This is an optimization exercise on Yosys and OpenROAD, whose aim is small area, a short achievable clock period and few clock cycles per item, not a production implementation.

==> exp/umber: inputs <==
==> flow/design.v (excerpt) <==
module Datapath #(parameter N = 8) (
    input  [N-1:0]   a_in,
    input  [N-1:0]   b_in,
    output [2*N-1:0] result,
    input            clk,
    input            reset,
    input            start,
    output           done
);
Settings: LEC_CHECK=0, CAP_MARGIN=20, CORE_MARGIN=2, CORE_UTILIZATION=40, SLEW_MARGIN=20, SYNTH_HIERARCHICAL=1, SYNTH_MINIMUM_KEEP_SIZE=0; clock period 5.0 ns.
standard.sh (not shown) runs the stock make flow with config.mk's settings and CLKGATE_MAP_FILE= SYNTH_SCRIPT=/design/flow/synth_recipe.tcl, a recipe that flattens the netlist after the stock synthesis.
==> flow/flow/run.sh <==
#!/bin/bash
# Own flow: the standard layout with buf_2 port buffers; after placement the
# output-port buffers (which drive only the port) are swapped to buf_1.
set -e
cp standard.sh standard_sh.log
cp config.mk config_mk.log
export BUFFER_PORTS_ARGS="-buffer_cell sky130_fd_sc_hd__buf_2"
bash standard.sh place > standard_place.log 2>&1
ODB=$PWD/orfs/results/$FLOW_PLATFORM/Datapath/base/3_place.odb openroad -no_init -exit flow/outbuf.tcl > outbuf.log 2>&1
bash standard.sh finish > standard.log 2>&1
==> flow/flow/outbuf.tcl <==
read_db $::env(ODB)
set block [ord::get_db_block]
set m [[ord::get_db] findMaster sky130_fd_sc_hd__buf_1]
set n 0
foreach inst [$block getInsts] {
  if {[string match "output*" [$inst getName]] && [[$inst getMaster] getName] eq "sky130_fd_sc_hd__buf_2"} {
    $inst swapMaster $m
    incr n
  }
}
puts "swapped $n output buffers"
write_db $::env(ODB)
==> exp/harbor (differences from exp/umber) <==
--- a/flow/design.v
+++ b/flow/design.v
@@ -55,11 +55,11 @@
             done_r <= 1'b0;
         else if (start)
             done_r <= 1'b1;
     end
     assign done = done_r;
-    wire p1, p2, p3, p4, p5, p6, p7, p8, p9, p10, p11, p12, p13, p14, p15, p16, p17, p18, p19, p20, p21, p22, p23, p24, p25, p26, p27, p28, p29, p30, p31, p32, p33, p34, p35, p36, p37, p38, p39, p40, p41, p42, p43, p44, p45, p46, p47, p48, p49, p50, p51, p52, p53, p54, p55, p56, p57, p58, p59, p60, p61, p62, p63, p64, s65, c66, s67, c68, s69, c70, s71, c72, s73, c74, s75, c76, s77, c78, s79, c80, s81, c82, s83, c84, s85, c86, s87, c88, s89, c90, s91, c92, s93, c94, s95, c96, s97, c98, s99, c100, s101, c102, s103, c104, s105, c106, s107, c108, s109, c110, s111, c112, s113, c114, s115, c116, s117, c118, s119, c120, s121, c122, s123, c124, s125, c126, s127, c128, s129, c130, s131, c132, s133, c134, s135, c136, s137, c138, s139, c140, s141, c142, s143, c144, s145, c146, s147, c148, s149, c150, s151, c152, s153, c154, s155, c156, s157, c158, s67x, s71x, s73x, s79x, s81x, s85x, s91x, s95x, s97x, s99x, s105x, s107x, s129x, s133x;
+    wire p1, p2, p3, p4, p5, p6, p7, p8, p9, p10, p11, p12, p13, p14, p15, p16, p17, p18, p19, p20, p21, p22, p23, p24, p25, p26, p27, p28, p29, p30, p31, p32, p33, p34, p35, p36, p37, p38, p39, p40, p41, p42, p43, p44, p45, p46, p47, p48, p49, p50, p51, p52, p53, p54, p55, p56, p57, p58, p59, p60, p61, p62, p63, p64, s65, c66, s67, c68, s69, c70, s71, c72, s73, c74, s75, c76, s77, c78, s79, c80, s81, c82, s83, c84, s85, c86, s87, c88, s89, c90, s91, c92, s93, c94, s95, c96, s97, c98, s99, c100, s101, c102, s103, c104, s105, c106, s107, c108, s109, c110, s111, c112, s113, c114, s115, c116, s117, c118, s119, c120, s121, c122, s123, c124, s125, c126, s127, c128, s129, c130, s131, c132, s133, c134, s135, c136, s137, c138, s139, c140, s141, c142, s143, c144, s145, c146, s147, c148, s149, c150, s151, c152, s153, c154, s155, c156, s157, c158, s67x, s71x, s73x, s77x, s79x, s81x, s85x, s87x, s95x, s97x, s105x, s107x, s129x;
     assign p1 = a_in[0] & b_in[0];
     assign p2 = ~(a_in[0] & b_in[1]);
     assign p3 = ~(a_in[0] & b_in[2]);
     assign p4 = ~(a_in[0] & b_in[3]);
     assign p5 = ~(a_in[0] & b_in[4]);
@@ -135,40 +135,40 @@
     xo2 us73x (.a(p25), .b(c68), .y(s73x));
     xo2 us73 (.a(s73x), .b(s71), .y(s73));
     mj3 uc74 (.a(p25), .b(c68), .c(s71), .y(c74));
     xo2 us75 (.a(c70), .b(s73), .y(s75));
     or2 uc76 (.a(c70), .b(s73), .y(c76));
-    fa3 us77 (.a(p5), .b(p12), .ci(p19), .s(s77), .co(c78));
+    xo2 us77x (.a(p5), .b(p12), .y(s77x));
+    xo2 us77 (.a(s77x), .b(p19), .y(s77));
+    mj3 uc78 (.a(p5), .b(p12), .c(p19), .y(c78));
     xo2 us79x (.a(p26), .b(p33), .y(s79x));
     xo2 us79 (.a(s79x), .b(c72), .y(s79));
     mj3 uc80 (.a(p26), .b(p33), .c(c72), .y(c80));
     xo2 us81x (.a(s77), .b(s79), .y(s81x));
     xo2 us81 (.a(s81x), .b(c74), .y(s81));
     mj3 uc82 (.a(s77), .b(s79), .c(c74), .y(c82));
-    xo2 us83 (.a(s81), .b(c76), .y(s83));
-    or2 uc84 (.a(s81), .b(c76), .y(c84));
+    xo2 us83 (.a(c76), .b(s81), .y(s83));
+    or2 uc84 (.a(c76), .b(s81), .y(c84));
     xo2 us85x (.a(p6), .b(p13), .y(s85x));
     xo2 us85 (.a(s85x), .b(p20), .y(s85));
     mj3 uc86 (.a(p6), .b(p13), .c(p20), .y(c86));
-    fa3 us87 (.a(p27), .b(p34), .ci(p41), .s(s87), .co(c88));
+    xo2 us87x (.a(p27), .b(p34), .y(s87x));
+    xo2 us87 (.a(s87x), .b(p41), .y(s87));
+    mj3 uc88 (.a(p27), .b(p34), .c(p41), .y(c88));
     fa3 us89 (.a(c78), .b(s85), .ci(s87), .s(s89), .co(c90));
-    xo2 us91x (.a(c80), .b(s89), .y(s91x));
-    xo2 us91 (.a(s91x), .b(c82), .y(s91));
-    mj3 uc92 (.a(c80), .b(s89), .c(c82), .y(c92));
+    fa3 us91 (.a(c80), .b(s89), .ci(c82), .s(s91), .co(c92));
     xo2 us93 (.a(c84), .b(s91), .y(s93));
     or2 uc94 (.a(c84), .b(s91), .y(c94));
     xo2 us95x (.a(p7), .b(p14), .y(s95x));
     xo2 us95 (.a(s95x), .b(p21), .y(s95));
     mj3 uc96 (.a(p7), .b(p14), .c(p21), .y(c96));
     xo2 us97x (.a(p28), .b(p35), .y(s97x));
     xo2 us97 (.a(s97x), .b(p42), .y(s97));
     mj3 uc98 (.a(p28), .b(p35), .c(p42), .y(c98));
-    xo2 us99x (.a(p49), .b(c86), .y(s99x));
-    xo2 us99 (.a(s99x), .b(c88), .y(s99));
-    mj3 uc100 (.a(p49), .b(c86), .c(c88), .y(c100));
-    fa3 us101 (.a(s95), .b(s97), .ci(s99), .s(s101), .co(c102));
-    fa3 us103 (.a(c90), .b(s101), .ci(c92), .s(s103), .co(c104));
+    fa3 us99 (.a(p49), .b(c86), .ci(c88), .s(s99), .co(c100));
+    fa3 us101 (.a(s95), .b(s97), .ci(c90), .s(s101), .co(c102));
+    fa3 us103 (.a(s99), .b(s101), .ci(c92), .s(s103), .co(c104));
     xo2 us105x (.a(p8), .b(p15), .y(s105x));
     xo2 us105 (.a(s105x), .b(p22), .y(s105));
     mj3 uc106 (.a(p8), .b(p15), .c(p22), .y(c106));
     xo2 us107x (.a(p29), .b(p36), .y(s107x));
     xo2 us107 (.a(s107x), .b(p43), .y(s107));
@@ -179,33 +179,31 @@
     xn2 us115 (.a(c102), .b(s113), .y(s115));
     or2 uc116 (.a(c102), .b(s113), .y(c116));
     ha2 us117 (.a(p16), .b(p23), .s(s117), .co(c118));
     fa3 us119 (.a(p30), .b(p37), .ci(p44), .s(s119), .co(c120));
     fa3 us121 (.a(p51), .b(p58), .ci(c106), .s(s121), .co(c122));
-    fa3 us123 (.a(c108), .b(s119), .ci(s121), .s(s123), .co(c124));
-    fa3 us125 (.a(s117), .b(c110), .ci(c112), .s(s125), .co(c126));
+    fa3 us123 (.a(c108), .b(s117), .ci(s119), .s(s123), .co(c124));
+    fa3 us125 (.a(c110), .b(s121), .ci(c112), .s(s125), .co(c126));
     fa3 us127 (.a(s123), .b(s125), .ci(c114), .s(s127), .co(c128));
     xo2 us129x (.a(p24), .b(p31), .y(s129x));
     xo2 us129 (.a(s129x), .b(p38), .y(s129));
     mj3 uc130 (.a(p24), .b(p31), .c(p38), .y(c130));
     fa3 us131 (.a(p45), .b(p52), .ci(p59), .s(s131), .co(c132));
-    xo2 us133x (.a(c120), .b(s129), .y(s133x));
-    xo2 us133 (.a(s133x), .b(s131), .y(s133));
-    mj3 uc134 (.a(c120), .b(s129), .c(s131), .y(c134));
-    fa3 us135 (.a(c118), .b(c122), .ci(s133), .s(s135), .co(c136));
-    fa3 us137 (.a(c124), .b(s135), .ci(c126), .s(s137), .co(c138));
+    fa3 us133 (.a(c118), .b(c120), .ci(s129), .s(s133), .co(c134));
+    fa3 us135 (.a(s131), .b(c122), .ci(c124), .s(s135), .co(c136));
+    fa3 us137 (.a(s133), .b(c126), .ci(s135), .s(s137), .co(c138));
     fa3 us139 (.a(p32), .b(p39), .ci(p46), .s(s139), .co(c140));
     fa3 us141 (.a(p53), .b(p60), .ci(c130), .s(s141), .co(c142));
     fa3 us143 (.a(c132), .b(s139), .ci(s141), .s(s143), .co(c144));
     fa3 us145 (.a(c134), .b(s143), .ci(c136), .s(s145), .co(c146));
     fa3 us147 (.a(p40), .b(p47), .ci(p54), .s(s147), .co(c148));
     fa3 us149 (.a(p61), .b(c140), .ci(s147), .s(s149), .co(c150));
     fa3 us151 (.a(c142), .b(s149), .ci(c144), .s(s151), .co(c152));
     fa3 us153 (.a(p48), .b(p55), .ci(p62), .s(s153), .co(c154));
     fa3 us155 (.a(c148), .b(s153), .ci(c150), .s(s155), .co(c156));
     fa3 us157 (.a(p56), .b(p63), .ci(c154), .s(s157), .co(c158));
-    reg r_p1, r_s65, r_s69, r_s75, r_s83, r_s93, r_c94, r_s103, r_s115, r_c104, r_c116, r_s127, r_s137, r_c128, r_s145, r_c138, r_s151, r_c146, r_s155, r_c152, r_s157, r_c156, r_p64, r_c158;
+    reg r_p1, r_s65, r_s69, r_s75, r_s83, r_s93, r_c94, r_s103, r_s115, r_c104, r_c116, r_s127, r_c128, r_s137, r_c138, r_s145, r_s151, r_c146, r_s155, r_c152, r_s157, r_c156, r_p64, r_c158;
     always @(posedge clk) begin
         if (start) begin
             r_p1 <= p1;
             r_s65 <= s65;
             r_s69 <= s69;
@@ -216,14 +214,14 @@
             r_s103 <= s103;
             r_s115 <= s115;
             r_c104 <= c104;
             r_c116 <= c116;
             r_s127 <= s127;
-            r_s137 <= s137;
             r_c128 <= c128;
-            r_s145 <= s145;
+            r_s137 <= s137;
             r_c138 <= c138;
+            r_s145 <= s145;
             r_s151 <= s151;
             r_c146 <= c146;
             r_s155 <= s155;
             r_c152 <= c152;
             r_s157 <= s157;
@@ -240,15 +238,15 @@
     an2 uhk7 (.a(r_s115), .b(r_c104), .y(hk7));
     wire hp8, hk8;
     xo2 uhp8 (.a(r_c116), .b(r_s127), .y(hp8));
     an2 uhk8 (.a(r_c116), .b(r_s127), .y(hk8));
     wire hp9, hk9;
-    xo2 uhp9 (.a(r_s137), .b(r_c128), .y(hp9));
-    an2 uhk9 (.a(r_s137), .b(r_c128), .y(hk9));
+    xo2 uhp9 (.a(r_c128), .b(r_s137), .y(hp9));
+    an2 uhk9 (.a(r_c128), .b(r_s137), .y(hk9));
     wire hp10, hk10;
-    xo2 uhp10 (.a(r_s145), .b(r_c138), .y(hp10));
-    an2 uhk10 (.a(r_s145), .b(r_c138), .y(hk10));
+    xo2 uhp10 (.a(r_c138), .b(r_s145), .y(hp10));
+    an2 uhk10 (.a(r_c138), .b(r_s145), .y(hk10));
     wire hp11, hk11;
     xo2 uhp11 (.a(r_s151), .b(r_c146), .y(hp11));
     an2 uhk11 (.a(r_s151), .b(r_c146), .y(hk11));
     wire hp12, hk12;
     xo2 uhp12 (.a(r_s155), .b(r_c152), .y(hp12));
==> notes <==
exp/umber passed the timing, DRC and antenna checks. exp/harbor finished clean.
In count of clock-buffer cells in the layout, exp/harbor and exp/umber do not differ.
Against exp/umber, the core utilization of exp/harbor is higher by 1.4 points.
Register-to-register slack is about the same in exp/umber and exp/harbor.
Between exp/umber and exp/harbor, the lower final cell count is in exp/harbor (gap about 1.2%, measured against exp/harbor).
Function was not checked in any run of this note: the RTL went through the layout flow alone.

-- static timing again, ports no longer ideal --
No port has a modelled driver above. Below, the same layouts with a new extraction and two added sets of constraints. Step 1, drivers: a clkbuf_16 drives clk and a buf_2 each remaining input, both assumed. Step 2, shift: input delay + t, output delay - t, t = (earliest + latest rising clock arrival at the registers) / 2. This alone moves slack from input paths to output paths. Three values: ideal ports, drivers, drivers and shift; two values: the first two.
run	shift t [ns]	slack for setup (ns)	worst slew at a driven data input, ns	pins driven straight from the clock port
exp/umber	0.278	1.908 / 1.910 / 1.632	0.03	1
exp/harbor	0.288	1.862 / 1.867 / 1.579	0.03	1
After both steps every run listed still meets setup and hold. For exp/harbor, which loses most, drivers alone change the setup slack by +0.005 ns; drivers and shift together by -0.283 ns.
